Context: an optimization exercise on an open-source flow, tuned for small area, a short achievable clock period and few clock cycles per item. The choices shown serve that exercise and are no tape-out recipe. Where RTL was checked, it was by simulation tests only, not by an equivalence proof against the original. Only the layout flow was run in runs 3 to 6; the RTL was not checked for function there. Power figures rest on the tool's default switching activity, not on a simulated workload.

<file path="flow/config.mk">
export PLATFORM = sky130hd
export DESIGN_NAME = xillybus_wrapper
export DESIGN_NICKNAME = xillybus_wrapper
export VERILOG_FILES = /design/flow/design.v
export SDC_FILE = /design/flow/constraint.sdc
export NUM_CORES = 4
export LEC_CHECK = 0
export ABC_AREA = 1
export CAP_MARGIN = 20
export CORE_AREA = 2.3 2.72 61.64 61.2
export DIE_AREA = 0 0 64 64
export SETUP_SLACK_MARGIN = 3.6
export SLEW_MARGIN = 20
</file>
<file path="flow/constraint.sdc">
create_clock -name core_clock -period 7.0 [get_ports {ap_clk}]
set_input_delay 1.4000 -clock core_clock [delete_from_list [all_inputs] [get_ports {ap_clk}]]
set_output_delay 1.4000 -clock core_clock [all_outputs]
set_load 0.01 [all_outputs]
</file>
<file path="flow/design.v">
module xillybus_wrapper (
    input         ap_clk,
    input         ap_rst,
    input  [31:0] in_r_dout,
    input         in_r_empty_n,
    output        in_r_read,
    output [31:0] out_r_din,
    input         out_r_full_n,
    output        out_r_write
);
    function [1:0] step3(input [1:0] m, input b);
        case ({m, b})
            3'b000: step3 = 2'd0;
            3'b001: step3 = 2'd1;
            3'b010: step3 = 2'd2;
            3'b011: step3 = 2'd0;
            3'b100: step3 = 2'd1;
            3'b101: step3 = 2'd2;
            default: step3 = 2'bxx;
        endcase
    endfunction
    wire [7:0] R = in_r_dout[23:16];
    wire [7:0] G = in_r_dout[15:8];
    wire [7:0] B = in_r_dout[7:0];
    reg        vld;
    reg  [9:0] s;
    wire ready = ~vld | out_r_full_n;
    assign in_r_read   = in_r_empty_n & ready;
    assign out_r_write = vld & out_r_full_n;
    always @(posedge ap_clk) begin
        if (ap_rst) vld <= 1'b0;
        else if (ready) vld <= in_r_empty_n;
        if (ready) s <= R + G + B;
    end
    reg [1:0] m [0:10];
    reg [7:0] q;
    integer i;
    always @* begin
        m[10] = 2'd0;
        for (i = 9; i >= 0; i = i - 1) m[i] = step3(m[i+1], s[i]);
        for (i = 0; i < 8; i = i + 1) q[i] = m[i+1][1] | (m[i+1][0] & s[i]);
    end
    assign out_r_din = {24'd0, q};
endmodule
</file>
<file path="flow/flow/run.sh">
#!/bin/bash
# Standard ORFS layout with two changes: every port buffer starts as a
# sky130_fd_sc_hd__buf_1 (the resizer may still resize it), and the constant
# outputs share the one tie cell synthesis made instead of one tie cell each.
set -euo pipefail
bash standard.sh SKIP_REPAIR_TIE_FANOUT=1 \
  "BUFFER_PORTS_ARGS=-buffer_cell sky130_fd_sc_hd__buf_1" finish > standard_flow.log 2>&1
</file>
<file path="flow/standard.sh">
#!/bin/bash
# synth_recipe.tcl (not shown) runs the flow's synth.tcl, then flattens the netlist and writes it again
# the make line also repeats each setting of config.mk as NAME=value (left out here)
make -C /OpenROAD-flow-scripts/flow DESIGN_CONFIG=/design/flow/config.mk WORK_HOME=/design/flow/orfs CLKGATE_MAP_FILE= SYNTH_SCRIPT=/design/flow/synth_recipe.tcl "${@:-finish}"
</file>
==> results of run 1 <==
==> through the flow <==
| stage | utilization (%) | instances |
|---|---|---|
| finish | 44.7 | 223 |
| global route | 44.7 | 223 |
| CTS | 43.7 | 223 |
| detailed placement | 40.1 | 217 |
| global placement | 40.1 | 217 |
| floorplan | - | 158 |
==> power by group through the flow <==
stage / combinational, mW / clock, mW / sequential, mW
global placement: 0.381 / 0 / 0.119
global route: 0.519 / 0.0451 / 0.125
floorplan: 0.313 / 0 / 0.115
detailed placement: 0.385 / 0 / 0.120
finish: 0.463 / 0.0409 / 0.122
CTS: 0.447 / 0.0422 / 0.122
==> path summary, 6_finish.rpt <==
check	startpoint	endpoint	slack (ns)	depth (start not counted)
max	s[8]$_DFFE_PN_	out_r_din[0]	3.50	18
min	vld$_SDFFE_PP0N_	vld$_SDFFE_PP0N_	0.78	2
max reg2reg	vld$_SDFFE_PP0N_	s[4]$_DFFE_PN_	6.03	1
min reg2reg	vld$_SDFFE_PP0N_	vld$_SDFFE_PP0N_	0.78	2
==> repair_timing <==
action	CTS	global route
endpoints found under the setup margin	2	6
gates resized for setup	18	11
buffers inserted	2	0
pin swaps	10	6
==> cell families after synthesis <==
kind of cell               after synthesis  synth area share [%]
DFF                                     11                  23.8
AOI/OAI and AO/OA                       13                  5.40
xor gates and xnor gates                 6                  3.91
other                                    1                 0.279
and+or+nand+nor                         61                  26.0
buffers and inverters                   50                  20.7
adders and majority gates               16                  19.9
==> area by class of cell <==
| type | count | area (um2) |
|---|---|---|
| Timing Repair Buffer | 39 | 158 |
| Tap cell | 46 | 57.6 |
| Inverter | 26 | 97.6 |
| Clock buffer | 3 | 22.5 |
| Multi-Input combinational cell | 97 | 855 |
| Clock inverter | 1 | 5.00 |
| Fill cell | 333 | 1870 |
| Sequential cell | 11 | 320 |
==> registers in the layout, summed over array words and instances, names as in the netlist <==
register / cells
s: 10
vld: 1
==> metal layers <==
metal,GRT usage (%),share of wire [%],up-vias
met4,5.71,2.4,0
met3,1.06,5.0,4
met2,18.8,52,24
met5,0,0,-
li1,-,-,523
met1,12.1,41,455
==> cell usage in the layout (no fill, tap or decap) <==
cell / n
sky130_fd_sc_hd__buf_1: 34
sky130_fd_sc_hd__inv_1: 25
sky130_fd_sc_hd__nand2_1: 17
sky130_fd_sc_hd__nand3_1: 13
sky130_fd_sc_hd__nand2_2: 12
sky130_fd_sc_hd__edfxtp_1: 10
sky130_fd_sc_hd__fa_1: 9
sky130_fd_sc_hd__nand3_2: 6
sky130_fd_sc_hd__ha_1: 6
sky130_fd_sc_hd__a21oi_1: 5
sky130_fd_sc_hd__xor2_1: 5
sky130_fd_sc_hd__nand2_4: 5
sky130_fd_sc_hd__clkbuf_4: 3
sky130_fd_sc_hd__o21bai_1: 2
sky130_fd_sc_hd__a21oi_2: 2
sky130_fd_sc_hd__nand3_4: 2
sky130_fd_sc_hd__nand4_1: 2
sky130_fd_sc_hd__nand4_4: 2
sky130_fd_sc_hd__buf_2: 2
sky130_fd_sc_hd__buf_4: 2
sky130_fd_sc_hd__o21ai_2: 1
sky130_fd_sc_hd__a21boi_1: 1
sky130_fd_sc_hd__nor2_1: 1
sky130_fd_sc_hd__o21ai_1: 1
sky130_fd_sc_hd__xnor2_1: 1
sky130_fd_sc_hd__inv_2: 1
sky130_fd_sc_hd__nand3b_4: 1
sky130_fd_sc_hd__o21ai_0: 1
sky130_fd_sc_hd__ha_4: 1
sky130_fd_sc_hd__conb_1: 1
sky130_fd_sc_hd__clkinv_2: 1
sky130_fd_sc_hd__clkbuf_2: 1
sky130_fd_sc_hd__dfxtp_1: 1
==> run summary, run 1 <==
- The post-layout total power is 627 uW.
- The run finished with no timing, DRC or antenna violations.
- The sequential-to-total area share from yosys stat is 23.8%.
- The placer congestion estimate is 0.735.
- VDD sags by at most 0.117 mV.
- Global routing used 10.5% of the available tracks across all layers.
- The leakage power is 0.720 nW.
- The number of antenna diodes in the final layout is 0.
- By count the netlist is led by sky130_fd_sc_hd__inv_1 (26), sky130_fd_sc_hd__buf_4 (24), sky130_fd_sc_hd__nand2_1 (24).
- The count of nets left with antenna violations once routing finished came out at 0.
- The clock sink count is 11.
- In this run the core area contains 21 standard-cell rows.
- The power per unit of standard cell area is 413 nW/um2.
- The longest individual stage delay on the worst path is 0.41 ns.
- The mean area per synthesized cell is 8.50 um2.
- The worst path meets setup with 3.50 ns of slack.
- The clock period minus worst slack is 3.50 ns.
- After detailed routing, the total wire length is 2020 um.
- The pre-CTS setup slack is 3.33 ns.
- The placed wire-length estimate after detailed placement is 1660 um.
- The most frequent cell after synthesis is sky130_fd_sc_hd__inv_1.
- The CTS tree is built.
- The number of maximum-capacitance violations is 0.
- The count of flip-flops with a built-in enable after synthesis is 10.
- The summed negative setup slack over all endpoints is 0 ns.
- After routing the design area is 1520 um2.
- The first routing iteration left 14 violations.
- The floorplan step set the die width to 64 um.
- The share of synthesized area in the top cell type comes to 22.3%.
- At the worst endpoint, the required time is 5.60 ns.
- For this run, design rule violations remaining after detail routing come to 0.
- The first global-routing pass estimated 3490 um of wire.
- The sum of buffers and inverters on the critical path is 2.
- The Yosys step of the flow raised 2 warnings.
- The clock transition at the registers of the reported paths is 0.06 ns.
- The number of port buffers is 37.
- Entering global routing, the biggest net connects 25 pins.
- The number of different library cells in the post-synthesis netlist is 22.
- The share of total power in the clock network is 6.5%.
- In this run the standard cell core region covers 3390 um2.
- The worst hold path belongs to the class register to register.
- On the final layout, the worst hold slack is 0.780 ns.
- The final clock period utilization by the worst path is 50.0%.
- The die area is 4100 um2.
- The placement-stage cell area is 1360 um2.
- Summed over all layers, the global routing overflow is 0.
- After detailed routing, the average wire length per cell comes to 9.04 um.
- The endpoint arrival time on the critical path is 2.10 ns.
- The gate family responsible for the most delay along the worst path is simple AND/OR/NAND/NOR gates.
- The total number of vias is 1006.
- The most instantiated flip-flop cell in the synthesis netlist is sky130_fd_sc_hd__edfxtp_1.
- The reported net switching power is 326 uW.
- The worst setup path is of the register to output port kind.
- Dividing the detail-routed via count by the number of cells gives 4.51.
- The number of nets in the layout is 230.
- The proportion of synthesized flip-flops having asynchronous set or reset is 0%.
- The clock latency of the later-clocked register in the worst-skew pair is 0.26 ns.
- The cell type of the slowest stage on the worst timing path is sky130_fd_sc_hd__edfxtp_1.
- The number of buffers created by CTS is 3.
- Of the total power, registers draw 19.5%.
- The level count of the clock H-tree is 1.
- Compared with the post-synthesis result, the final layout area differs by 12.8%.
- Of the total power, combinational logic draws 73.9%.
- The hold violation total from the final report was 0.
- Pin placement for this block handled 70 I/O pins.
- The upper clock frequency limit is 286 MHz.
- The net switching fraction of the power is 52.0%.
- The kind of end point of the critical path is an output port.
- The number of global-route vias before repair was 920.
- The biggest fanout along the worst timing path is 5.
- The effective utilization at floorplan is 39.6%.
- By area the synthesized netlist is led by sky130_fd_sc_hd__edfxtp_1 (22%), sky130_fd_sc_hd__fa_1 (13%), sky130_fd_sc_hd__buf_4 (13%), sky130_fd_sc_hd__inv_1 (7.3%), sky130_fd_sc_hd__nand3_1 (6.7%).
- The initial antenna violation count is 0.
- The worst clock skew is 0.00130 ns.
- The cts-stage hold buffer count is 0.
- The cell count after synthesis came out at 158.
- The chip height is 64 um.
- The first detailed-routing pass ran for 2 iterations.
- Cells with a size suffix above 1 make up 23.7% of the layout.
- The signal on the critical path passes through inv_2, nand2_2, nand2_2, nand3_4, nand2_4, nand2_4, nand2_2, nand2_4, nand2_4, nand3b_4, nand2_2, nand2_2, nand2_1, nand2_1, nand2_1, nand2_1, nand2_1, buf_2.
- Setup repair after global routing could not meet its margin everywhere.
- The cell taking the most area after synthesis is sky130_fd_sc_hd__edfxtp_1.
- After synthesis the netlist holds a flip-flop and latch count of 11.
- Clock tree synthesis selected as its root buffer the cell sky130_fd_sc_hd__clkbuf_4.
- The number of buffers on the longest clock path is 2.
- The internal power of the cells is 301 uW.
- When the netlist entered floorplanning its net count stood at 210.
- The nature of the critical path startpoint is a register.
- In this run the cell area of the synthesized design comes to 1340 um2.
- The total count of max-transition violations in the final report is 0.
- The total of endpoints with negative setup slack in the final report is 0.
Testbench counts, summed over its fixed seeds: cycles 8,008, items 8,000.
==> run 2, diff against run 1 <==
--- a/flow/config.mk
+++ b/flow/config.mk
@@ -7,7 +7,7 @@
 export LEC_CHECK = 0
 export ABC_AREA = 1
 export CAP_MARGIN = 20
-export CORE_AREA = 2.3 2.72 61.64 61.2
-export DIE_AREA = 0 0 64 64
-export SETUP_SLACK_MARGIN = 3.6
+export CORE_AREA = 2.3 2.72 58.42 59.84
+export DIE_AREA = 0 0 60.5 62.2
+export SETUP_SLACK_MARGIN = 3.3
 export SLEW_MARGIN = 20
==> run summary, run 2 <==
- The number of violations reported at the end of detailed-routing iteration 0 came to 26 (+12).
- By area the synthesized netlist is led by sky130_fd_sc_hd__edfxtp_1 (22%), sky130_fd_sc_hd__fa_1 (13%), sky130_fd_sc_hd__buf_4 (13%), sky130_fd_sc_hd__inv_1 (7.3%), sky130_fd_sc_hd__nand3_1 (6.7%).
- The number of nets in the layout is 229 (-0.43%).
- The worst setup path is of the register to output port kind.
- The all-layer global routing usage was 12.1% (+1.7 points).
- The final instance area is 1530 um2 (+1.1%).
- The biggest fanout along the worst timing path is 3 (-2).
- The sequential-to-total area share from yosys stat is 23.8% (unchanged).
- The cell taking the most area after synthesis is sky130_fd_sc_hd__edfxtp_1.
- The antenna diode count is 0 (unchanged).
- The placed wire-length estimate after detailed placement is 1770 um (+6.9%).
- The required time of the worst setup path is 5.60 ns (about the same).
- The effective utilization at floorplan is 41.9% (+2.3 points).
- The residual DRC count is 0 (unchanged).
- The count of flip-flops with a built-in enable after synthesis is 10 (unchanged).
- The placer congestion estimate is 0.770 (+4.8%).
- The highest ir drop seen on vdd is 0.107 mV (-9.3%).
- The clock transition at the registers of the reported paths is 0.06 ns (about the same).
- The maximum number of pins on one net before global-route repair was 25 (unchanged).
- The clock period minus worst slack is 3.55 ns (+0.0581 ns).
- The number of flip-flops in the largest register is 10 (unchanged).
- The number of different library cells in the post-synthesis netlist is 22 (unchanged).
- The number of maximum-capacitance violations is 0 (unchanged).
- The run finished with no timing, DRC or antenna violations.
- The number of buffers created by CTS is 3 (unchanged).
- The first-pass iteration count of the detailed router is 4 (+2).
- The die extent in x is 60.5 um (-5.5%).
- The number of global-route vias before repair is 1006 (+9.3%).
- The average detailed-routed wire length per instance is 9.92 um (+9.7%).
- The area of the placeable core is 3210 um2 (-5.4%).
- The number of vias per cell after detailed routing is 4.61 (+2.2%).
- The met2 track demand over resource in global routing came to 23.8% (+5.0 points).
- The level count of the clock H-tree is 1 (unchanged).
- The met1 track demand over resource was 12.5% (+0.38 points).
- The worst clock skew is 0.000588 ns (-0.000713 ns).
- The number of antenna-violating nets in the routed design is 0 (unchanged).
- The number of port buffers is 37 (unchanged).
- The library cells used most frequently in the layout, excluding fill and tap cells, are sky130_fd_sc_hd__buf_1 (36), sky130_fd_sc_hd__inv_1 (25), sky130_fd_sc_hd__nand2_1 (17).
- The area of the mapped netlist is 1340 um2 (unchanged).
- TritonCTS built the clock tree.
- The proportion of synthesized flip-flops having asynchronous set or reset came to 0% (unchanged).
- The wire length after detailed routing is 2200 um (+9.2%).
- The die area was 3760 um2 (-8.1%).
- The register containing the most flip-flops in the final layout is s.
- The most common cell in the synthesized netlist is sky130_fd_sc_hd__inv_1.
- The Yosys warning count is 2 (unchanged).
- Setup repair after global routing could not meet its margin everywhere.
- CTS placed an instance of sky130_fd_sc_hd__clkbuf_4 at the clock tree root.
- The upper clock frequency limit is 281 MHz (-1.6%).
- The clock latency of the later-clocked register in the worst-skew pair is 0.25 ns (about the same).
- The final clock period utilization by the worst path came to 50.8% (+0.83 points).
- The library cell used most frequently in the layout, excluding fill and tap cells, is sky130_fd_sc_hd__buf_1.
- The utilization of the core after routing is 47.8% (+3.1 points).
- The largest registers in the layout are s x10, vld x1.
- The net count after synthesis came to 210 (unchanged).
- The area overhead of the layout relative to synthesis is 14.0%.
- The global-route met3 utilization is 0.208% (-0.85 points).
- The total count of max-transition violations in the final report came to 0 (unchanged).
- The post-layout total power came to 654 uW (+4.3%).
- The layout cell share with drive strength beyond 1 is 21.0% (-2.7 points).
- The clock sink count came to 11 (unchanged).
- The share of Yosys cell area claimed by the top area cell type is 22.3% (unchanged).
- The summed negative setup slack over all endpoints was 0 ns (unchanged).
- The synthesized netlist cell count is 158 (unchanged).
- The power per unit of standard cell area is 427 nW/um2 (+3.2%).
- The count of boundary I/O pins is 70 (unchanged).
- The row count is 21 (unchanged).
- Counting instances in the post-synthesis netlist gives the leading cell types as sky130_fd_sc_hd__inv_1 (26), sky130_fd_sc_hd__buf_4 (24), sky130_fd_sc_hd__nand2_1 (24).
- The global route total overflow came to 0 (unchanged).
- In this run the worst hold path is classified as register to register.
- The number of synthesized register bits is 11 (unchanged).
- The total of endpoints with negative setup slack in the final report is 0 (unchanged).
- The chip height is 62.2 um (-2.8%).
- The most instantiated flip-flop cell in the synthesis netlist is sky130_fd_sc_hd__edfxtp_1.
- The hold violation total from the final report is 0 (unchanged).
- The total number of vias was 1024 (+1.8%).
- The minimum hold slack is 0.785 ns (+0.00474 ns).
- The mean area per synthesized cell is 8.50 um2 (unchanged).
- The placement-stage cell area is 1360 um2 (unchanged).
- The endpoint arrival time on the critical path was 2.15 ns (+0.05 ns).
- The initial antenna violation count was 0 (unchanged).
- The nature of the critical path startpoint is a register.
- The number of buffers on the longest clock path is 2 (unchanged).
- The cts-stage hold buffer count is 0 (unchanged).
- The layer flagged by global routing as most heavily used is met2.
- The kind of end point of the critical path is an output port.
- The leakage power is 0.726 nW (+0.89%).
- The global-route wire length before repair came to 3710 um (+6.3%).
run 2: cell type report:
type | count | area [um2]
fillers | 324 | 1670
clock buffers | 4 | 26.3
multi-input cells | 97 | 882
well taps | 46 | 57.6
repair buffers | 38 | 148
inverters | 26 | 97.6
flip-flops and latches | 11 | 320
run 2: worst max-delay path, cell delays in order (launching register included):
cell,delay [ns]
sky130_fd_sc_hd__edfxtp_1,0.38
sky130_fd_sc_hd__inv_1,0.14
sky130_fd_sc_hd__nand3_1,0.14
sky130_fd_sc_hd__nand3_2,0.12
sky130_fd_sc_hd__nand2_4,0.08
sky130_fd_sc_hd__nand2_1,0.07
sky130_fd_sc_hd__nand2_1,0.10
sky130_fd_sc_hd__nand3_2,0.12
sky130_fd_sc_hd__nand3_1,0.12
sky130_fd_sc_hd__nand2_2,0.12
sky130_fd_sc_hd__nand3_2,0.10
sky130_fd_sc_hd__nand3_2,0.09
sky130_fd_sc_hd__nand2_1,0.05
sky130_fd_sc_hd__inv_1,0.05
sky130_fd_sc_hd__nand2_1,0.04
sky130_fd_sc_hd__nand2_1,0.05
sky130_fd_sc_hd__clkbuf_2,0.12
run 2: worst paths after layout:
check | start | endpoint | slack [ns] | depth (start not counted)
setup / recovery | s[7]$_DFFE_PN_ | out_r_din[0] | 3.45 | 16
hold / removal | vld$_SDFFE_PP0N_ | vld$_SDFFE_PP0N_ | 0.78 | 2
setup reg to reg | vld$_SDFFE_PP0N_ | s[6]$_DFFE_PN_ | 6.03 | 1
hold reg to reg | vld$_SDFFE_PP0N_ | vld$_SDFFE_PP0N_ | 0.78 | 2
run 2: kinds of logic after synthesis:
logic type | Yosys count | share of synthesized area, %
fa+ha+maj | 16 | 19.9
compound gates | 13 | 5.40
buf+inv | 50 | 20.7
flops | 11 | 23.8
xor+xnor | 6 | 3.91
simple gates | 61 | 26.0
other cells | 1 | 0.279
run 2: power by group:
group          internal, mW  total [mW]  switching (mW)
clock network        0.0220      0.0399          0.0180
registers            0.0994       0.126          0.0269
logic                 0.180       0.487           0.308
run 2: stage by stage:
step	std cells	worst slack, ns
after detailed placement	217	3.33
after floorplan	158	3.61
final	222	3.45
after global placement	217	3.35
after global routing	222	3.27
after CTS	221	3.41
run 2: what timing repair did:
action / CTS / global route
setup endpoints to repair: 0 / 2
gates resized for setup: 0 / 29
buffers inserted: 0 / 1
run 2: layer usage:
layer	vias to the layer above	part of all wire, %	wire (um)
met4	0	2.0	45
met5	-	0	0
met2	37	56	1230
met1	464	37	812
met3	4	5.3	117
li1	519	-	-
==> run 3, diff against run 2 <==
--- a/flow/design.v
+++ b/flow/design.v
@@ -22,16 +22,13 @@
     wire [7:0] R = in_r_dout[23:16];
     wire [7:0] G = in_r_dout[15:8];
     wire [7:0] B = in_r_dout[7:0];
-    reg        vld;
+    reg        vld1, vld2;
     reg  [9:0] s;
-    wire ready = ~vld | out_r_full_n;
+    reg  [7:0] y;
+    wire ready = ~vld2 | out_r_full_n;
     assign in_r_read   = in_r_empty_n & ready;
-    assign out_r_write = vld & out_r_full_n;
-    always @(posedge ap_clk) begin
-        if (ap_rst) vld <= 1'b0;
-        else if (ready) vld <= in_r_empty_n;
-        if (ready) s <= R + G + B;
-    end
+    assign out_r_write = vld2 & out_r_full_n;
+    assign out_r_din   = {24'd0, y};
     reg [1:0] m [0:10];
     reg [7:0] q;
     integer i;
@@ -40,5 +37,17 @@
         for (i = 9; i >= 0; i = i - 1) m[i] = step3(m[i+1], s[i]);
         for (i = 0; i < 8; i = i + 1) q[i] = m[i+1][1] | (m[i+1][0] & s[i]);
     end
-    assign out_r_din = {24'd0, q};
+    always @(posedge ap_clk) begin
+        if (ap_rst) begin
+            vld1 <= 1'b0;
+            vld2 <= 1'b0;
+        end else if (ready) begin
+            vld1 <= in_r_empty_n;
+            vld2 <= vld1;
+        end
+        if (ready) begin
+            s <= R + G + B;
+            y <= q;
+        end
+    end
 endmodule
--- a/flow/config.mk
+++ b/flow/config.mk
@@ -7,7 +7,7 @@
 export LEC_CHECK = 0
 export ABC_AREA = 1
 export CAP_MARGIN = 20
-export CORE_AREA = 2.3 2.72 58.42 59.84
-export DIE_AREA = 0 0 60.5 62.2
-export SETUP_SLACK_MARGIN = 3.3
+export CORE_MARGIN = 2
+export CORE_UTILIZATION = 60
+export SETUP_SLACK_MARGIN = 3.7
 export SLEW_MARGIN = 20
==> run summary, run 3 <==
- The run finished with no timing, DRC or antenna violations.
- The all-layer global routing usage is 17.5% (+5.4 points).
- The first-pass iteration count of the detailed router is 6 (+2).
- The summed negative setup slack over all endpoints is 0 ns (unchanged).
- The biggest fanout along the worst timing path is 2 (-1).
- The worst hold path begins at vld1$_SDFFE_PP0N_.
- The leading cell type in the layout, fill and taps excluded is sky130_fd_sc_hd__buf_1.
- The total number of vias is 1134 (+11%).
- The endpoint identified for the worst register-to-register timing path is y[0]$_DFFE_PN_.
- The number of violations reported at the end of detailed-routing iteration 0 is 14 (-46%).
- The startpoint-to-endpoint class of the critical path is input port to output port.
- The proportion of synthesized flip-flops having asynchronous set or reset is 0% (unchanged).
- The number of nets in the layout is 243 (+6.1%).
- The synthesized netlist cell count is 171 (+8.2%).
- The die extent in x is 55.9 um (-7.6%).
- The global route total overflow is 0 (unchanged).
- The wire length after detailed routing is 2540 um (+15%).
- The number of port buffers is 37 (unchanged).
- The share of total power in the clock network is 13.5% (+7.4 points).
- The area of the placeable core is 2520 um2 (-21%).
- The Yosys warning count is 2 (unchanged).
- The average detailed-routed wire length per instance is 11.5 um (+16%).
- The power per unit of standard cell area is 400 nW/um2 (-6.2%).
- The CTS tree is built.
- The placer congestion estimate is 0.755 (-1.9%).
- The most frequent cell after synthesis is sky130_fd_sc_hd__inv_1.
- The number of antenna-violating nets in the routed design is 0 (unchanged).
- The residual DRC count is 0 (unchanged).
- The row count is 18 (-14%).
- The layout cell share with drive strength beyond 1 came to 16.3% (-4.7 points).
- The upper clock frequency limit came to 303 MHz (+7.6%).
- The initial antenna violation count was 0 (unchanged).
- Setup repair after global routing could not meet its margin everywhere.
- The largest registers in the layout are s x10, y x8.
- The post-layout total power is 696 uW (+6.5%).
- The reported net switching power was 299 uW (-15%).
- The sum of buffers and inverters on the critical path is 4 (+1).
- The level count of the clock H-tree is 1 (unchanged).
- The number of different library cells in the post-synthesis netlist was 22 (unchanged).
- In the synthesized netlist the dominant register cell turns out to be sky130_fd_sc_hd__edfxtp_1.
- The total of endpoints with negative setup slack in the final report is 0 (unchanged).
- The number of vias per cell after detailed routing was 5.15 (+12%).
- The cell occurring most often along the worst timing path is sky130_fd_sc_hd__buf_6.
- The number of buffers on the longest clock path is 2 (unchanged).
- The total count of max-transition violations in the final report is 0 (unchanged).
- The path with the worst hold slack has its endpoint at vld1$_SDFFE_PP0N_.
- The number of buffers created by CTS is 3 (unchanged).
- The reg2reg setup slack is 4.98 ns (-1.05 ns).
- The share of Yosys cell area claimed by the top area cell type is 33.4% (+11 points).
- The highest ir drop seen on vdd was 0.274 mV (+160%).
- From synthesis to final layout, the design area changed by 7.50%.
- The power share of the combinational group is 54.0% (-21 points).
- The register share of total power is 32.6% (+13 points).
- The number of maximum-capacitance violations came to 0 (unchanged).
- The placement-stage cell area is 1640 um2 (+20%).
- The global-route wire length before repair is 4330 um (+17%).
- Among cell families on the critical path, the largest total delay comes from buffers and inverters.
- The type of the most critical hold path is register to register.
- The number of synthesized register bits is 20 (+9).
- The hold violation total from the final report is 0 (unchanged).
- The register containing the most flip-flops in the final layout is s.
- The kind of end point of the critical path is an output port.
- The longest individual stage delay on the worst path is 0.17 ns (-0.21 ns).
- The clock sink count is 20 (+9).
- The internal power of the cells came to 397 uW (+32%).
- The number of global-route vias before repair came to 1102 (+9.5%).
- The number of cells on the worst hold path is 2 (unchanged).
- The count of flip-flops with a built-in enable after synthesis is 18 (+8).
- The leakage power is 0.820 nW (+13%).
- The required time of the worst setup path is 5.60 ns (about the same).
- The placed wire-length estimate after detailed placement is 2100 um (+18%).
- The final clock period utilization by the worst path is 47.2% (-3.6 points).
- Traced cell by cell, the critical path runs through buf_6, nor2_4, inv_8, nand2_4, inv_2, buf_6.
- The endpoint arrival time on the critical path is 1.90 ns (-0.25 ns).
- The maximum number of pins on one net before global-route repair is 25 (unchanged).
- The clock latency of the later-clocked register in the worst-skew pair is 0.30 ns (+0.05 ns).
- The number of flip-flops in the largest register was 10 (unchanged).
- After synthesis, the cell types taking the most area are sky130_fd_sc_hd__edfxtp_1 (33%), sky130_fd_sc_hd__fa_1 (11%), sky130_fd_sc_hd__buf_4 (11%), sky130_fd_sc_hd__inv_1 (6.3%), sky130_fd_sc_hd__nand2_1 (5.8%).
- In the layout the commonest cells are sky130_fd_sc_hd__buf_1 (35), sky130_fd_sc_hd__inv_1 (25), sky130_fd_sc_hd__nand2_1 (24).
- The count of boundary I/O pins is 70 (unchanged).
- The net count after synthesis is 223 (+6.2%).
- The worst flop-to-flop path startpoint is s[8]$_DFFE_PN_.
- The area of the mapped netlist is 1620 um2 (+20%).
- The cts-stage hold buffer count is 0 (unchanged).
- The final instance area is 1740 um2 (+14%).
- The cell type of the slowest stage on the worst timing path is sky130_fd_sc_hd__nor2_4.
- The cell count of the worst reg-to-reg path is 14 (+13).
- The clock period minus worst slack is 3.30 ns (-0.252 ns).
- The sequential-to-total area share from yosys stat came to 35.9% (+12 points).
- The chip height was 55.9 um (-10%).
- The effective utilization at floorplan is 64.1% (+22 points).
- The antenna diode count is 0 (unchanged).
- The worst clock skew came to 0.00612 ns (+0.00553 ns).
- The clock transition at the registers of the reported paths is 0.11 ns (+0.05 ns).
- Counting instances in the post-synthesis netlist gives the leading cell types as sky130_fd_sc_hd__inv_1 (27), sky130_fd_sc_hd__nand2_1 (25), sky130_fd_sc_hd__buf_4 (24).
- The net switching fraction of the power was 42.9% (-11 points).
- The mean area per synthesized cell is 9.46 um2 (+11%).
- The nature of the critical path startpoint is an input port.
- Summed over all instances, the cell type with the most area after synthesis is sky130_fd_sc_hd__edfxtp_1.
- Clock tree synthesis selected as its root buffer the cell sky130_fd_sc_hd__clkbuf_4.
- The die area was 3130 um2 (-17%).
run 3: final cells by class:
cell class / count / area [um2]
multi-input combinational: 100 / 791
fill: 203 / 783
sequential: 20 / 581
timing repair buffer: 39 / 169
inverter: 27 / 109
tap: 30 / 37.5
clock inverter: 1 / 30.0
clock buffer: 3 / 22.5
run 3: per-stage QoR:
stage	cells	hold slack [ns]	setup slack, ns	util, %
final	220	0.485	3.70	68.9
after detailed placement	214	0.464	3.33	64.9
after global routing	220	0.531	3.67	68.9
after CTS	220	0.480	3.70	68.7
after global placement	214	0.449	3.41	64.9
after floorplan	171	0.438	3.70	-
run 3: tightest hold or removal path: cells and delay by family (launching register included):
| kind | cells | cell delay, ns |
|---|---|---|
| DFF | 1 | 0.33 |
| and+or+nand+nor | 1 | 0.07 |
| AOI/OAI and AO/OA | 1 | 0.06 |
run 3: worst max path at each step:
| stage | start | end | slack [ns] | depth (start not counted) |
|---|---|---|---|---|
| final | out_r_full_n | in_r_read | 3.70 | 6 |
| after CTS | out_r_full_n | in_r_read | 3.70 | 6 |
| after global placement | out_r_full_n | in_r_read | 3.41 | 6 |
| after detailed placement | out_r_full_n | in_r_read | 3.33 | 6 |
| after floorplan | in_r_dout[19] | s[8]$_DFFE_PN_ | 3.70 | 11 |
| after global routing | out_r_full_n | in_r_read | 3.67 | 6 |
run 3: repair_timing:
action,in CTS,in global routing
pin swaps,1,1
endpoints found under the setup margin,1,2
resized for setup,9,3
setup buffers,2,0
hold endpoints to repair,0,0
run 3: power by group through the flow:
stage / sequential [mW] / clock (mW) / combinational, mW
4_1_cts: 0.228 / 0.0953 / 0.375
6_report: 0.227 / 0.0939 / 0.375
5_1_grt: 0.231 / 0.102 / 0.423
3_5_place_dp: 0.231 / 0 / 0.372
2_1_floorplan: 0.239 / 0 / 0.296
3_3_place_gp: 0.228 / 0 / 0.351
run 3: cell families after synthesis:
kind of cell,Yosys count,synth area share [%]
fa+ha+maj,16,16.6
compound gates,12,4.18
xor+xnor,6,3.25
other cells,1,0.232
simple gates,65,22.5
buf+inv,51,17.4
flops,20,35.9
run 3: metal layers:
metal  GRT usage [%]  vias to the layer above  routed length (um)
li1                -                      569                   -
met1            17.6                      522                1000
met2            34.7                       39                1340
met3            3.26                        4                 156
met4            7.14                        0                  29
met5               0                        -                   0
==> run 4, diff against run 3 <==
==> flow/design.v (replaced) <==
module xillybus_wrapper (
    input         ap_clk,
    input         ap_rst,
    input  [31:0] in_r_dout,
    input         in_r_empty_n,
    output        in_r_read,
    output [31:0] out_r_din,
    input         out_r_full_n,
    output        out_r_write
);
    localparam K = 7;
    function [1:0] step3(input [1:0] m, input b);
        case ({m, b})
            3'b000: step3 = 2'd0;
            3'b001: step3 = 2'd1;
            3'b010: step3 = 2'd2;
            3'b011: step3 = 2'd0;
            3'b100: step3 = 2'd1;
            3'b101: step3 = 2'd2;
            default: step3 = 2'bxx;
        endcase
    endfunction
    wire [7:0] R = in_r_dout[23:16];
    wire [7:0] G = in_r_dout[15:8];
    wire [7:0] B = in_r_dout[7:0];
    wire [9:0] sum = R + G + B;
    reg [1:0] mt [K:10];
    reg [7:K] qt;
    integer i;
    always @* begin
        mt[10] = 2'd0;
        for (i = 9; i >= K; i = i - 1) mt[i] = step3(mt[i+1], sum[i]);
        for (i = K; i < 8; i = i + 1) qt[i] = mt[i+1][1] | (mt[i+1][0] & sum[i]);
    end
    reg          vld;
    reg  [7:K]   qh;      
    reg  [1:0]   mh;      
    reg  [K-1:0] sl;      
    wire ready = ~vld | out_r_full_n;
    assign in_r_read   = in_r_empty_n & ready;
    assign out_r_write = vld & out_r_full_n;
    always @(posedge ap_clk) begin
        if (ap_rst) vld <= 1'b0;
        else if (ready) vld <= in_r_empty_n;
        if (ready) begin
            qh <= qt;
            mh <= mt[K];
            sl <= sum[K-1:0];
        end
    end
    reg [1:0] m [0:K];
    reg [K-1:0] ql;
    always @* begin
        m[K] = mh;
        for (i = K - 1; i >= 0; i = i - 1) m[i] = step3(m[i+1], sl[i]);
        for (i = 0; i < K; i = i + 1) ql[i] = m[i+1][1] | (m[i+1][0] & sl[i]);
    end
    assign out_r_din = {24'd0, qh, ql};
endmodule
--- a/flow/config.mk
+++ b/flow/config.mk
@@ -7,7 +7,7 @@
 export LEC_CHECK = 0
 export ABC_AREA = 1
 export CAP_MARGIN = 20
-export CORE_MARGIN = 2
-export CORE_UTILIZATION = 60
-export SETUP_SLACK_MARGIN = 3.7
+export CORE_AREA = 2.3 2.72 61.64 61.2
+export DIE_AREA = 0 0 64 64
+export SETUP_SLACK_MARGIN = 3.6
 export SLEW_MARGIN = 20
==> run summary, run 4 <==
- The number of violations reported at the end of detailed-routing iteration 0 was 24 (+10).
- The area of the placeable core is 3390 um2 (+34%).
- The largest registers in the layout are sl x7, mh x2.
- The number of buffers created by CTS came to 3 (unchanged).
- The level count of the clock H-tree was 1 (unchanged).
- The most frequent cell after synthesis is sky130_fd_sc_hd__nand2_1.
- The net count after synthesis is 215 (-3.6%).
- The layout cell share with drive strength beyond 1 is 28.3% (+12 points).
- The biggest fanout along the worst timing path was 4 (+2).
- Sorting the synthesized cells by area gives the leading types as sky130_fd_sc_hd__edfxtp_1 (22%), sky130_fd_sc_hd__buf_4 (14%), sky130_fd_sc_hd__fa_1 (13%), sky130_fd_sc_hd__nand2_1 (7.3%), sky130_fd_sc_hd__inv_1 (7.0%).
- The number of global-route vias before repair is 875 (-21%).
- The startpoint-to-endpoint class of the critical path is input port to register.
- The most numerous cell type found on the critical path is sky130_fd_sc_hd__nand2_1.
- Traced cell by cell, the critical path runs through buf_6, fa_1, ha_2, inv_2, fa_2, o21ai_2, a21oi_1, o21bai_1, buf_4, xnor2_4, nor2_2, nand2_1, nand2_1.
- The leading cell type in the layout, fill and taps excluded is sky130_fd_sc_hd__buf_1.
- Among all stages on the critical path, the largest delay is contributed by sky130_fd_sc_hd__fa_1.
- The clock latency of the later-clocked register in the worst-skew pair came to 0.26 ns (-0.04 ns).
- In the layout the commonest cells are sky130_fd_sc_hd__buf_1 (34), sky130_fd_sc_hd__inv_1 (21), sky130_fd_sc_hd__nand2_1 (18).
- The highest ir drop seen on vdd is 0.0973 mV (-65%).
- The Yosys warning count came to 3 (+1).
- The number of nets in the layout is 240 (-1.2%).
- The total of endpoints with negative setup slack in the final report is 0 (unchanged).
- The cts-stage hold buffer count is 0 (unchanged).
- The initial antenna violation count came to 0 (unchanged).
- The final clock period utilization by the worst path is 49.1% (+2.0 points).
- From synthesis to final layout, the design area changed by 16.7%.
- The clock period minus worst slack is 3.44 ns (+0.137 ns).
- The required time of the worst setup path is 7.02 ns (+1.42 ns).
- The run finished with no timing, DRC or antenna violations.
- The chip height is 64 um (+14%).
- The upper clock frequency limit was 291 MHz (-4.0%).
- The non-filler instance count after layout is 233 (+5.9%).
- The clock transition at the registers of the reported paths is 0.07 ns (-0.04 ns).
- The area of the mapped netlist is 1340 um2 (-17%).
- The number of buffers on the longest clock path is 2 (unchanged).
- The placer congestion estimate was 0.787 (+4.3%).
- After synthesis, the most frequently instantiated cells are sky130_fd_sc_hd__nand2_1 (26), sky130_fd_sc_hd__buf_4 (25), sky130_fd_sc_hd__inv_1 (25).
- The hold violation total from the final report is 0 (unchanged).
- The endpoint arrival time on the critical path came to 3.46 ns (+1.56 ns).
- The proportion of synthesized flip-flops having asynchronous set or reset was 0% (unchanged).
- The number of antenna-violating nets in the routed design is 0 (unchanged).
- The summed negative setup slack over all endpoints came to 0 ns (unchanged).
- The count of flip-flops with a built-in enable after synthesis came to 10 (-8).
- The most instantiated flip-flop cell in the synthesis netlist is sky130_fd_sc_hd__edfxtp_1.
- The total number of vias was 1027 (-9.4%).
- The antenna diode count came to 0 (unchanged).
- The clock sink count is 11 (-45%).
- The number of different library cells in the post-synthesis netlist is 25 (+14%).
- The root buffer cell is sky130_fd_sc_hd__clkbuf_4.
- The power per unit of standard cell area is 403 nW/um2 (+0.60%).
- The worst setup path is captured at a register.
- TritonCTS built the clock tree.
- The share of Yosys cell area claimed by the top area cell type came to 22.5% (-11 points).
- The nature of the critical path startpoint is an input port.
- The average detailed-routed wire length per instance is 8.81 um (-24%).
- The cell taking the most area after synthesis is sky130_fd_sc_hd__edfxtp_1.
- The total count of max-transition violations in the final report is 0 (unchanged).
- The leakage power is 0.723 nW (-12%).
- The count of boundary I/O pins is 70 (unchanged).
- The die area is 4100 um2 (+31%).
- The fill cell instance count of the final layout is 340 (+67%).
- The effective utilization at floorplan is 39.4% (-25 points).
- Setup repair after global routing could not meet its margin everywhere.
- The number of synthesized register bits was 11 (-45%).
- The longest individual stage delay on the worst path came to 0.53 ns (+0.36 ns).
- The global-route wire length before repair is 3300 um (-24%).
- The number of flip-flops in the largest register is 7 (-3).
- The placed wire-length estimate after detailed placement is 1620 um (-23%).
- The worst clock skew is 0.00460 ns (-0.00151 ns).
- The type of the most critical hold path is register to register.
- The instance count after placement with tap cells included was 221 (+3.3%).
- sl holds more flip-flops than any other register.
- The residual DRC count is 0 (unchanged).
- The synthesized netlist cell count was 163 (-4.7%).
- The mean area per synthesized cell is 8.20 um2 (-13%).
- The global route total overflow is 0 (unchanged).
- The number of maximum-capacitance violations came to 0 (unchanged).
- The number of port buffers was 37 (unchanged).
- The first-pass iteration count of the detailed router came to 4 (-2).
- The wire length after detailed routing came to 2050 um (-19%).
- The row count came to 21 (+3).
- The all-layer global routing usage is 9.76% (-7.8 points).
- The sequential-to-total area share from yosys stat came to 24.0% (-12 points).
- The number of vias per cell after detailed routing came to 4.41 (-14%).
- The die extent in x is 64 um (+14%).
- The maximum number of pins on one net before global-route repair was 25 (unchanged).
run 4: changes by cell type after synthesis, sizes merged, moves of 2 or more:
cell and delta:
nand2 -4, or2 +2, nand3 -3, edfxtp -8, a21oi +5
run 4: metal layers:
metal	part of all wire [%]	GRT usage, %
met3	5.7	0.704
met2	47	14.5
met1	46	13.8
met4	1.3	5.98
met5	0	0
run 4: worst paths after layout:
path,startpoint,end,slack [ns],cells after the start
setup / recovery,in_r_dout[1],mh[0]$_DFFE_PN_,3.56,13
hold reg to reg,vld$_SDFFE_PP0N_,vld$_SDFFE_PP0N_,0.80,2
hold / removal,vld$_SDFFE_PP0N_,vld$_SDFFE_PP0N_,0.80,2
setup reg to reg,vld$_SDFFE_PP0N_,sl[1]$_DFFE_PN_,6.00,1
run 4: area by class of cell:
cell class / count / area, um2 / share of cell area [%]
Inverter: 26 / 97.6 / 6.26
Multi-Input combinational cell: 101 / 847 / 54.3
Tap cell: 46 / 57.6 / 3.69
Clock inverter: 1 / 5.00 / 0.321
Timing Repair Buffer: 45 / 209 / 13.4
Sequential cell: 11 / 320 / 20.5
Clock buffer: 3 / 22.5 / 1.44
run 4: cell families after synthesis:
kind of cell | Yosys count | share of synthesized area, %
XOR/XNOR | 6 | 3.93
adder cells (fa/ha/maj) | 16 | 20.0
AND/OR/NAND/NOR | 61 | 23.4
flip-flops | 11 | 24.0
other | 1 | 0.281
buffers and inverters | 51 | 21.3
AO/OA/AOI/OAI | 17 | 7.02
run 4: metrics by stage:
stage / power (mW) / utilization, % / setup slack (ns) / hold WS, ns / area, um2
2_1_floorplan: 0.410 / - / 3.45 / 0.708 / 1340
3_3_place_gp: 0.474 / 39.8 / 3.22 / 0.804 / 1350
3_5_place_dp: 0.478 / 39.8 / 3.19 / 0.804 / 1350
4_1_cts: 0.526 / 41.6 / 3.53 / 0.814 / 1410
5_1_grt: 0.696 / 46.0 / 3.43 / 0.902 / 1560
6_report: 0.628 / 46.0 / 3.56 / 0.797 / 1560
run 4: what timing repair did:
| item | in CTS | in global routing |
|---|---|---|
| setup endpoints to repair | 3 | 6 |
| setup buffers | 3 | 5 |
| resized for setup | 5 | 31 |
| pin swaps | 5 | 13 |
run 4: worst max-delay path, delay by kind of cell:
kind	cells	cell delay [ns]
compound gates	3	0.40
xor+xnor	1	0.14
fa+ha+maj	3	1.05
buf+inv	3	0.30
simple gates	3	0.17
run 4: where the power goes:
part | switching [mW] | leakage, nW | internal (mW)
clock | 0.0188 | 0.0177 | 0.0211
sequential | 0.0211 | 0.114 | 0.103
combinational | 0.275 | 0.592 | 0.189
total | 0.315 | 0.723 | 0.313
==> run 5, diff against run 4 <==
--- a/flow/config.mk
+++ b/flow/config.mk
@@ -9,5 +9,5 @@
 export CAP_MARGIN = 20
 export CORE_AREA = 2.3 2.72 61.64 61.2
 export DIE_AREA = 0 0 64 64
-export SETUP_SLACK_MARGIN = 3.6
+export SETUP_SLACK_MARGIN = 3.3
 export SLEW_MARGIN = 20
==> run summary, run 5 <==
- The number of port buffers came to 37 (unchanged).
- The count of flip-flops with a built-in enable after synthesis is 10 (unchanged).
- The wire length after detailed routing was 1840 um (-11%).
- The mean area per synthesized cell is 8.20 um2 (unchanged).
- The cts-stage hold buffer count is 0 (unchanged).
- The clock transition at the registers of the reported paths is 0.06 ns (about the same).
- The maximum number of pins on one net before global-route repair came to 25 (unchanged).
- The worst clock skew is 0.00204 ns (-0.00256 ns).
- The required time of the worst setup path is 7.02 ns (about the same).
- The endpoint identified for the worst register-to-register timing path is sl[5]$_DFFE_PN_.
- The level count of the clock H-tree is 1 (unchanged).
- The startpoint-to-endpoint class of the critical path is input port to register.
- The critical path goes through buf_1, fa_1, ha_2, inv_1, fa_2, o21ai_2, a21oi_2, o21bai_2, nand2_1, nand2_2, nand3_2, inv_1, nor2_1, nand2_1, nand2_1.
- The first-pass iteration count of the detailed router is 4 (unchanged).
- The worst setup path startpoint is in_r_dout[1].
- Relative to the synthesized area, the layout overhead comes to 4.68%.
- The fill cell instance count of the final layout is 357 (+5.0%).
- The proportion of synthesized flip-flops having asynchronous set or reset is 0% (unchanged).
- The biggest fanout along the worst timing path was 2 (-2).
- Setup repair after global routing left no endpoint under its margin.
- The largest registers in the layout are sl x7, mh x2.
- The count of boundary I/O pins came to 70 (unchanged).
- The die extent in x is 64 um (unchanged).
- The total number of vias is 996 (-3.0%).
- The number of violations reported at the end of detailed-routing iteration 0 is 39 (+63%).
- The area of the mapped netlist was 1340 um2 (unchanged).
- The layout cell share with drive strength beyond 1 is 12.8% (-16 points).
- The global route total overflow is 0 (unchanged).
- The highest ir drop seen on vdd is 0.0823 mV (-15%).
- The synthesized netlist cell count was 163 (unchanged).
- The number of global-route vias before repair is 829 (-5.3%).
- The number of buffers on the longest clock path is 2 (unchanged).
- The nature of the critical path startpoint is an input port.
- The initial antenna violation count was 0 (unchanged).
- The Yosys warning count was 3 (unchanged).
- The area of the placeable core is 3390 um2 (unchanged).
- The count of cell instances traversed by the critical path is 15 (+2).
- The most instantiated flip-flop cell in the synthesis netlist is sky130_fd_sc_hd__edfxtp_1.
- The number of maximum-capacitance violations was 0 (unchanged).
- The pre-CTS setup slack is 3.13 ns (-0.0595 ns).
- The critical path ends at mh[0]$_DFFE_PN_.
- The chip height came to 64 um (unchanged).
- The global-route wire length before repair came to 3260 um (-1.1%).
- The number of synthesized register bits is 11 (unchanged).
- The total count of max-transition violations in the final report was 0 (unchanged).
- The number of vias per cell after detailed routing is 4.41 (about the same).
- In this run the clock root is driven by a sky130_fd_sc_hd__clkbuf_4.
- The clock latency of the later-clocked register in the worst-skew pair is 0.26 ns (about the same).
- The clock sink count was 11 (unchanged).
- The leakage power came to 0.654 nW (-9.6%).
- The number of buffers created by CTS was 3 (unchanged).
- In the layout the commonest cells are sky130_fd_sc_hd__buf_1 (37), sky130_fd_sc_hd__inv_1 (25), sky130_fd_sc_hd__nand2_1 (25).
- The residual DRC count is 0 (unchanged).
- The reg2reg setup slack is 6.01 ns (about the same).
- By area the synthesized netlist is led by sky130_fd_sc_hd__edfxtp_1 (22%), sky130_fd_sc_hd__buf_4 (14%), sky130_fd_sc_hd__fa_1 (13%), sky130_fd_sc_hd__nand2_1 (7.3%), sky130_fd_sc_hd__inv_1 (7.0%).
- The antenna diode count is 0 (unchanged).
- The share of Yosys cell area claimed by the top area cell type is 22.5% (unchanged).
- The placer congestion estimate is 0.771 (-2.0%).
- The number of nets in the layout is 233 (-2.9%).
- The hold violation total from the final report was 0 (unchanged).
- The number of flip-flops in the largest register came to 7 (unchanged).
- In the synthesized netlist, the cells that appear most often are sky130_fd_sc_hd__nand2_1 (26), sky130_fd_sc_hd__buf_4 (25), sky130_fd_sc_hd__inv_1 (25).
- The power per unit of standard cell area was 372 nW/um2 (-7.6%).
- The cell count of the worst reg-to-reg path is 1 (unchanged).
- The row count is 21 (unchanged).
- The net count after synthesis is 215 (unchanged).
- The average detailed-routed wire length per instance was 8.12 um (-7.8%).
- The total of endpoints with negative setup slack in the final report is 0 (unchanged).
- The longest individual stage delay on the worst path is 0.54 ns (about the same).
- The leading cell type in the layout, fill and taps excluded is sky130_fd_sc_hd__buf_1.
- STA classifies the critical path endpoint as a register.
- The sum of buffers and inverters on the critical path is 3 (unchanged).
- The upper clock frequency limit is 287 MHz (-1.4%).
- The cell type of the slowest stage on the worst timing path is sky130_fd_sc_hd__fa_1.
- The sequential-to-total area share from yosys stat came to 24.0% (unchanged).
- The summed negative setup slack over all endpoints is 0 ns (unchanged).
- The type of the most critical hold path is register to register.
- More flip-flops sit in one register than any other, and that register is sl.
- The clock period minus worst slack was 3.49 ns (+0.0502 ns).
- The endpoint arrival time on the critical path is 3.51 ns (+0.05 ns).
- The worst setup slack after layout came to 3.51 ns (-0.0502 ns).
- TritonCTS built the clock tree.
- The number of different library cells in the post-synthesis netlist is 25 (unchanged).
- The final clock period utilization by the worst path came to 49.9% (+0.72 points).
- The cell family contributing the most delay on the critical path is adder cells.
- The largest total area in the synthesized netlist belongs to sky130_fd_sc_hd__edfxtp_1.
- The all-layer global routing usage is 9.72% (-0.034 points).
- The cell occurring most often along the worst timing path is sky130_fd_sc_hd__nand2_1.
- sky130_fd_sc_hd__nand2_1 is the most common cell in the netlist.
- In this run the critical register-to-register path is launched from vld$_SDFFE_PP0N_.
- The placed wire-length estimate after detailed placement is 1590 um (-1.9%).
- The die area came to 4100 um2 (unchanged).
- The flow ran to the end and the layout has no timing, DRC or antenna violations.
- The effective utilization at floorplan came to 39.4% (unchanged).
- The number of antenna-violating nets in the routed design came to 0 (unchanged).
-- run 5: per-stage QoR --
step           area [um2]  hold WS (ns)  utilization (%)  instances  power (mW)
5_1_grt              1400         0.874             41.3        226       0.589
2_1_floorplan        1340         0.708                -        163       0.410
3_3_place_gp         1350         0.797             39.7        221       0.474
4_1_cts              1370         0.811             40.5        225       0.519
3_5_place_dp         1350         0.803             39.7        221       0.478
6_report             1400         0.792             41.3        226       0.520
-- run 5: cell families after synthesis --
| kind of cell | synth area share, % |
|---|---|
| AOI/OAI and AO/OA | 7.02 |
| buffers and inverters | 21.3 |
| DFF | 24.0 |
| adders and majority gates | 20.0 |
| and+or+nand+nor | 23.4 |
| xor gates and xnor gates | 3.93 |
| other | 0.281 |
-- run 5: final cells by class --
type | instances | area (um2) | area share, %
multi-input combinational | 101 | 751 | 53.7
sequential | 11 | 320 | 22.9
inverter | 26 | 97.6 | 6.98
clock buffer | 4 | 26.3 | 1.88
tap | 46 | 57.6 | 4.11
timing repair buffer | 38 | 146 | 10.5
-- run 5: routing by layer --
metal | global-route usage [%] | up-vias | routed length [um]
li1 | - | 535 | -
met1 | 13.8 | 427 | 927
met2 | 13.7 | 32 | 755
met3 | 1.23 | 2 | 119
met4 | 6.52 | 0 | 33
met5 | 0 | - | 0
-- run 5: how the worst min path moves through the flow --
stage                      from                to  slack (ns)  depth (start not counted)
6_report       vld$_SDFFE_PP0N_  vld$_SDFFE_PP0N_        0.79                          2
2_1_floorplan  vld$_SDFFE_PP0N_  vld$_SDFFE_PP0N_        0.71                          2
5_1_grt        vld$_SDFFE_PP0N_  vld$_SDFFE_PP0N_        0.87                          2
4_1_cts        vld$_SDFFE_PP0N_  vld$_SDFFE_PP0N_        0.81                          2
3_3_place_gp   vld$_SDFFE_PP0N_  vld$_SDFFE_PP0N_        0.80                          2
3_5_place_dp   vld$_SDFFE_PP0N_  vld$_SDFFE_PP0N_        0.80                          2
-- run 5: power breakdown --
group / switching, mW / internal (mW)
Sequential: 0.0183 / 0.103
Clock: 0.0184 / 0.0220
Combinational: 0.223 / 0.135
-- run 5: timing repair --
item                                    in CTS  in global routing
setup buffers                                0                  1
endpoints found under the setup margin       0                  2
resized for setup                            0                  6
==> run 6, diff against run 5 <==
--- a/flow/config.mk
+++ b/flow/config.mk
@@ -9,5 +9,5 @@
 export CAP_MARGIN = 20
 export CORE_AREA = 2.3 2.72 61.64 61.2
 export DIE_AREA = 0 0 64 64
-export SETUP_SLACK_MARGIN = 3.3
+export SETUP_SLACK_MARGIN = 2.5
 export SLEW_MARGIN = 20
==> run summary, run 6 <==
- The power share of the combinational group is 68.5% (-0.4 points).
- The critical path in this run is classified as input port to register.
- The initial antenna violation count is 0 (unchanged).
- Leaving out fill and tap cells, the most frequent cells in the layout are sky130_fd_sc_hd__buf_1 (37), sky130_fd_sc_hd__nand2_1 (26), sky130_fd_sc_hd__inv_1 (25).
- The clock period minus worst slack came to 3.57 ns (+0.0808 ns).
- The hold violation total from the final report is 0 (unchanged).
- The area of the mapped netlist is 1340 um2 (unchanged).
- Yosys attributes the largest share of cell area to sky130_fd_sc_hd__edfxtp_1 (22%), sky130_fd_sc_hd__buf_4 (14%), sky130_fd_sc_hd__fa_1 (13%), sky130_fd_sc_hd__nand2_1 (7.3%), sky130_fd_sc_hd__inv_1 (7.0%).
- The slowest stage of the critical path is the sky130_fd_sc_hd__fa_1 cell.
- The clock sink count is 11 (unchanged).
- The net switching fraction of the power is 50.0% (+0.095 points).
- The average detailed-routed wire length per instance was 7.97 um (-1.8%).
- The worst hold path terminates at vld$_SDFFE_PP0N_.
- The number of antenna-violating nets in the routed design came to 0 (unchanged).
- The share of Yosys cell area claimed by the top area cell type was 22.5% (unchanged).
- The critical path goes through buf_1, fa_1, ha_1, inv_1, fa_1, o21ai_2, a21oi_1, o21bai_1, nand2_1, nand2_1, nand3_1, inv_1, nor2_1, nand2_1, nand2_1.
- The placer congestion estimate is 0.771 (unchanged).
- The proportion of synthesized flip-flops having asynchronous set or reset came to 0% (unchanged).
- The count of instances resized after the clock tree is built is 0 (unchanged).
- The effective utilization at floorplan is 39.4% (unchanged).
- The count of flip-flops with a built-in enable after synthesis is 10 (unchanged).
- The residual DRC count is 0 (unchanged).
- The number of violations reported at the end of detailed-routing iteration 0 is 42 (+7.7%).
- The die extent in x was 64 um (unchanged).
- Among the stages of the critical path, the cell type that occurs most often is sky130_fd_sc_hd__nand2_1.
- The number of flip-flops in the largest register is 7 (unchanged).
- The longest individual stage delay on the worst path is 0.53 ns (about the same).
- The kind of end point of the critical path is a register.
- The reported net switching power is 258 uW (-0.87%).
- The global route total overflow is 0 (unchanged).
- The layout cell share with drive strength beyond 1 is 8.94% (-3.8 points).
- The most frequent cell after synthesis is sky130_fd_sc_hd__nand2_1.
- The cell taking the most area after synthesis is sky130_fd_sc_hd__edfxtp_1.
- The level count of the clock H-tree was 1 (unchanged).
- The sum of buffers and inverters on the critical path is 3 (unchanged).
- sl holds more flip-flops than any other register.
- The upper clock frequency limit is 280 MHz (-2.3%).
- The power per unit of standard cell area came to 375 nW/um2 (+0.92%).
- The number of maximum-capacitance violations is 0 (unchanged).
- The reg2reg setup slack is 6.01 ns (about the same).
- The total of endpoints with negative setup slack in the final report is 0 (unchanged).
- The count of boundary I/O pins came to 70 (unchanged).
- The final clock period utilization by the worst path came to 51.0% (+1.2 points).
- The instance count after placement with tap cells included is 221 (unchanged).
- The cell count of the worst reg-to-reg path came to 1 (unchanged).
- The endpoint arrival time on the critical path is 3.59 ns (+0.08 ns).
- The number of different library cells in the post-synthesis netlist is 25 (unchanged).
- The number of vias per cell after detailed routing is 4.38 (-0.66%).
- The commonest cells after synthesis are sky130_fd_sc_hd__nand2_1 (26), sky130_fd_sc_hd__buf_4 (25), sky130_fd_sc_hd__inv_1 (25).
- The mean area per synthesized cell came to 8.20 um2 (unchanged).
- The flow ran to the end and the layout has no timing, DRC or antenna violations.
- The antenna diode count was 0 (unchanged).
- The die area is 4100 um2 (unchanged).
- The sequential-to-total area share from yosys stat is 24.0% (unchanged).
- The biggest fanout along the worst timing path is 2 (unchanged).
- The highest ir drop seen on vdd was 0.0824 mV (+0.13%).
- The placed wire-length estimate after detailed placement came to 1590 um (unchanged).
- The non-filler instance count after layout is 225 (-0.44%).
- The cts-stage hold buffer count is 0 (unchanged).
- The chip height is 64 um (unchanged).
- The worst clock skew is 0.00245 ns (+0.000410 ns).
- The leading cell type in the layout, fill and taps excluded is sky130_fd_sc_hd__buf_1.
- Setup repair after global routing left no endpoint under its margin.
- The register share of total power came to 23.6% (+0.3 points).
- In this run the critical register-to-register path is captured at sl[5]$_DFFE_PN_.
- The first-pass iteration count of the detailed router is 4 (unchanged).
- The startpoint of the lowest-slack hold path is vld$_SDFFE_PP0N_.
- The required time of the worst setup path is 7.02 ns (about the same).
- The startpoint identified for the worst register-to-register timing path is vld$_SDFFE_PP0N_.
- The type of the most critical hold path is register to register.
- The leakage power is 0.647 nW (-1.0%).
- The clock transition at the registers of the reported paths is 0.06 ns (about the same).
- The CTS tree is built.
- The number of nets in the layout was 232 (-0.43%).
- The total number of vias is 985 (-1.1%).
- The wire length after detailed routing is 1790 um (-2.2%).
- The area of the placeable core is 3390 um2 (unchanged).
- The share of total power in the clock network was 7.9% (about the same).
- The utilization of the core after routing is 40.5% (-0.81 points).
- The clock latency of the later-clocked register in the worst-skew pair is 0.26 ns (about the same).
- The summed negative setup slack over all endpoints is 0 ns (unchanged).
- The gate family responsible for the most delay along the worst path is adder cells.
- The global-route wire length before repair was 3260 um (unchanged).
- The total count of max-transition violations in the final report is 0 (unchanged).
- The all-layer global routing usage was 9.72% (unchanged).
- The maximum number of pins on one net before global-route repair is 25 (unchanged).
- The number of buffers created by CTS is 3 (unchanged).
- The largest registers in the layout are sl x7, mh x2.
- The number of synthesized register bits was 11 (unchanged).
- The Yosys warning count is 3 (unchanged).
- The number of cells on the worst hold path is 2 (unchanged).
- The internal power of the cells is 257 uW (-1.2%).
- Among all flip-flop cells after synthesis, the most frequent one is sky130_fd_sc_hd__edfxtp_1.
- The area overhead of the layout relative to synthesis is 2.62%.
- The root buffer cell is sky130_fd_sc_hd__clkbuf_4.
- The number of global-route vias before repair was 829 (unchanged).
- The setup fix buffers added after clock tree synthesis is 0 (unchanged).
- The fill cell instance count of the final layout is 357 (unchanged).
- The net count after synthesis was 215 (unchanged).
- The number of buffers on the longest clock path came to 2 (unchanged).
- The row count is 21 (unchanged).
- The synthesized netlist cell count is 163 (unchanged).
- STA classifies the critical path startpoint as an input port.
- The number of port buffers came to 37 (unchanged).
run 6: power groups by stage:
stage | Combinational, mW | Sequential [mW] | Clock [mW]
after global routing | 0.411 | 0.125 | 0.0471
final | 0.353 | 0.122 | 0.0405
after CTS | 0.356 | 0.121 | 0.0421
after floorplan | 0.291 | 0.119 | 0
after detailed placement | 0.355 | 0.123 | 0
after global placement | 0.352 | 0.123 | 0
run 6: cells by family (layout without fill, tap and decap cells):
| family | count (synthesis) | count (layout) | share of synthesized area [%] |
|---|---|---|---|
| buf+inv | 51 | 67 | 21.3 |
| flops | 11 | 11 | 24.0 |
| other cells | 1 | 1 | 0.281 |
| fa+ha+maj | 16 | 16 | 20.0 |
| xor+xnor | 6 | 6 | 3.93 |
| compound gates | 17 | 17 | 7.02 |
| simple gates | 61 | 61 | 23.4 |
run 6: worst max path at each step:
stage                 startpoint               to  slack [ns]  cells past startpoint
floorplan           in_r_dout[1]  mh[0]$_DFFE_PN_        3.38                     14
global placement    in_r_dout[1]  mh[0]$_DFFE_PN_        3.15                     15
detailed placement  in_r_dout[1]  mh[0]$_DFFE_PN_        3.13                     15
CTS                 in_r_dout[1]  mh[0]$_DFFE_PN_        3.41                     15
global route        in_r_dout[1]  mh[0]$_DFFE_PN_        3.21                     15
finish              in_r_dout[1]  mh[0]$_DFFE_PN_        3.43                     15
run 6: cell type report:
type / count / area, um2 / share of cell area (%)
timing repair buffer: 37 / 139 / 10.1
tap: 46 / 57.6 / 4.20
multi-input combinational: 101 / 731 / 53.3
inverter: 26 / 97.6 / 7.12
clock buffer: 4 / 26.3 / 1.92
sequential: 11 / 320 / 23.4
run 6: metal layers:
metal	part of all wire, %	vias to the layer above	track usage, %
met4	1.8	0	6.52
met1	51	419	13.8
li1	-	534	-
met2	41	30	13.7
met3	6.3	2	1.23
met5	0	-	0
run 6: through the flow:
stage	area [um2]	hold WS, ns	worst slack [ns]	power, mW
after floorplan	1340	0.708	3.38	0.410
after global placement	1350	0.797	3.15	0.474
after detailed placement	1350	0.803	3.13	0.478
after CTS	1370	0.811	3.41	0.519
after global routing	1370	0.874	3.21	0.584
final	1370	0.792	3.43	0.515
==> run 7, diff against run 6 <==
--- a/flow/design.v
+++ b/flow/design.v
@@ -8,7 +8,7 @@
     input         out_r_full_n,
     output        out_r_write
 );
-    localparam K = 7;
+    localparam K = 6;
     function [1:0] step3(input [1:0] m, input b);
         case ({m, b})
             3'b000: step3 = 2'd0;
--- a/flow/config.mk
+++ b/flow/config.mk
@@ -9,5 +9,5 @@
 export CAP_MARGIN = 20
 export CORE_AREA = 2.3 2.72 61.64 61.2
 export DIE_AREA = 0 0 64 64
-export SETUP_SLACK_MARGIN = 2.5
+export SETUP_SLACK_MARGIN = 3.0
 export SLEW_MARGIN = 20
==> run summary, run 7 <==
- The maximum number of pins on one net before global-route repair is 25 (unchanged).
- The summed negative setup slack over all endpoints is 0 ns (unchanged).
- The number of maximum-capacitance violations was 0 (unchanged).
- The pre-CTS setup slack was 3.25 ns (+0.117 ns).
- The worst setup slack after layout is 3.54 ns (+0.112 ns).
- The clock latency of the later-clocked register in the worst-skew pair is 0.26 ns (about the same).
- The most instantiated flip-flop cell in the synthesis netlist is sky130_fd_sc_hd__edfxtp_1.
- The flow ran to the end and the layout has no timing, DRC or antenna violations.
- The required time of the worst setup path is 7.02 ns (about the same).
- The residual DRC count is 0 (unchanged).
- The worst clock skew was 0.00266 ns (+0.000209 ns).
- The root buffer cell is sky130_fd_sc_hd__clkbuf_4.
- The count of boundary I/O pins came to 70 (unchanged).
- The proportion of synthesized flip-flops having asynchronous set or reset is 0% (unchanged).
- The area of the mapped netlist is 1370 um2 (+2.6%).
- The clock period minus worst slack is 3.46 ns (-0.112 ns).
- The total of endpoints with negative setup slack in the final report is 0 (unchanged).
- The sum of buffers and inverters on the critical path is 3 (unchanged).
- The number of synthesized register bits is 11 (unchanged).
- The leakage power is 0.715 nW (+10%).
- The clock transition at the registers of the reported paths is 0.06 ns (about the same).
- The commonest cells after synthesis are sky130_fd_sc_hd__nand2_1 (45), sky130_fd_sc_hd__inv_1 (27), sky130_fd_sc_hd__buf_4 (24).
- The total number of vias was 1062 (+7.8%).
- The nature of the critical path startpoint is an input port.
- The initial antenna violation count came to 0 (unchanged).
- The largest registers in the layout are sl x6, mh x2, qh x2.
- The Yosys warning count was 3 (unchanged).
- The synthesized netlist cell count was 178 (+9.2%).
- The setup fix buffers added after clock tree synthesis was 0 (unchanged).
- The post-layout total power is 482 uW (-6.5%).
- In the post-synthesis netlist, the biggest area contributors are sky130_fd_sc_hd__edfxtp_1 (22%), sky130_fd_sc_hd__fa_1 (13%), sky130_fd_sc_hd__buf_4 (13%), sky130_fd_sc_hd__nand2_1 (12%), sky130_fd_sc_hd__inv_1 (7.4%).
- The count of instances resized after the clock tree is built is 0 (unchanged).
- The number of port buffers is 37 (unchanged).
- The mean area per synthesized cell is 7.70 um2 (-6.0%).
- The top cell types in the final layout, fill and taps aside, are sky130_fd_sc_hd__nand2_1 (45), sky130_fd_sc_hd__buf_1 (37), sky130_fd_sc_hd__inv_1 (27).
- The all-layer global routing usage came to 10.4% (+0.67 points).
- The cell taking the most area after synthesis is sky130_fd_sc_hd__edfxtp_1.
- The die extent in x was 64 um (unchanged).
- The longest individual stage delay on the worst path is 0.49 ns (-0.04 ns).
- The number of nets in the layout was 248 (+6.9%).
- The number of different library cells in the post-synthesis netlist came to 22 (-12%).
- The number of global-route vias before repair came to 909 (+9.7%).
- Traced cell by cell, the critical path runs through buf_1, fa_1, ha_1, fa_1, nand3_1, nand2_2, nand2_1, nand2_1, nand2_1, nand2_1, inv_1, nand3_1, nand2_2, inv_2, nand3_1, nand2_1.
- The sequential-to-total area share from yosys stat is 23.4% (-0.61 points).
- The final instance area is 1410 um2 (+3.1%).
- The most frequent cell after synthesis is sky130_fd_sc_hd__nand2_1.
- The global-route wire length before repair is 3450 um (+5.7%).
- The chip height was 64 um (unchanged).
- The placer congestion estimate is 0.806 (+4.4%).
- The gate family responsible for the most delay along the worst path is adder cells.
- The highest ir drop seen on vdd came to 0.0841 mV (+2.0%).
- The number of flip-flops in the largest register is 6 (-1).
- The power per unit of standard cell area is 341 nW/um2 (-9.3%).
- The number of violations reported at the end of detailed-routing iteration 0 is 49 (+17%).
- The die area was 4100 um2 (unchanged).
- The total count of max-transition violations in the final report came to 0 (unchanged).
- The hold violation total from the final report is 0 (unchanged).
- The startpoint-to-endpoint class of the critical path is input port to register.
- The number of vias per cell after detailed routing came to 4.41 (+0.66%).
- The area of the placeable core came to 3390 um2 (unchanged).
- The number of buffers created by CTS is 3 (unchanged).
- The antenna diode count came to 0 (unchanged).
- TritonCTS built the clock tree.
- The upper clock frequency limit is 289 MHz (+3.2%).
- Among all stages on the critical path, the largest delay is contributed by sky130_fd_sc_hd__fa_1.
- The placement-stage cell area was 1390 um2 (+3.2%).
- The net count after synthesis is 230 (+7.0%).
- The cts-stage hold buffer count was 0 (unchanged).
- The share of Yosys cell area claimed by the top area cell type is 21.9% (-0.57 points).
- The leading cell type in the layout, fill and taps excluded is sky130_fd_sc_hd__nand2_1.
- The kind of end point of the critical path is a register.
-- run 7: path summary, 6_finish.rpt --
| check | endpoint | startpoint | slack (ns) | cells after the start |
|---|---|---|---|---|
| worst min register to register | vld$_SDFFE_PP0N_ | vld$_SDFFE_PP0N_ | 0.80 | 2 |
| worst max register to register | sl[2]$_DFFE_PN_ | vld$_SDFFE_PP0N_ | 6.01 | 1 |
| worst min-delay path | vld$_SDFFE_PP0N_ | vld$_SDFFE_PP0N_ | 0.80 | 2 |
| worst max-delay path | mh[0]$_DFFE_PN_ | in_r_dout[1] | 3.54 | 16 |
-- run 7: kinds of logic (layout without fill, tap and decap cells) --
logic type | Yosys count | in the layout | share of synthesized area, %
simple gates | 81 | 81 | 28.6
other cells | 1 | 1 | 0.273
fa+ha+maj | 16 | 16 | 19.5
compound gates | 12 | 12 | 4.56
xor+xnor | 4 | 4 | 2.55
flops | 11 | 11 | 23.4
buf+inv | 53 | 70 | 21.1
-- run 7: cell type report --
cell class,count,area (um2)
Inverter,29,109
Clock buffer,4,26.3
Tap cell,46,57.6
Timing Repair Buffer,37,139
Fill cell,362,1980
Sequential cell,11,320
Multi-Input combinational cell,114,762
-- run 7: stage by stage --
| step | util [%] | hold WS, ns | cells |
|---|---|---|---|
| 6_report | 41.7 | 0.797 | 241 |
| 5_1_grt | 41.7 | 0.890 | 241 |
| 4_1_cts | 41.7 | 0.818 | 241 |
| 3_5_place_dp | 40.9 | 0.808 | 237 |
| 3_3_place_gp | 40.9 | 0.804 | 237 |
| 2_1_floorplan | - | 0.709 | 178 |
-- run 7: power breakdown --
group | internal [mW] | switching [mW]
clock | 0.0220 | 0.0185
combinational | 0.115 | 0.207
sequential | 0.103 | 0.0158
total | 0.240 | 0.241
-- run 7: metal layers --
layer,track usage [%],share of wire (%)
met1,12.7,45
met2,17.3,48
met3,1.23,5.5
met4,6.52,1.7
met5,0,0
-- run 7: tightest hold or removal path, cell delays in order (launching register included) --
cell,delay [ns]
sky130_fd_sc_hd__dfxtp_1,0.32
sky130_fd_sc_hd__nand2_1,0.33
sky130_fd_sc_hd__a21oi_1,0.11
Testbench counts of run 7, summed over its fixed seeds: cycles 8,008, items 8,000.

Check on run 7: ideal ports give 3.541 ns setup slack; a clkbuf_16 on the clock port and buf_2 on the inputs give 3.541 ns; moving port delays by the midpoint clock arrival (0.277 ns) as well gives 3.264 ns.
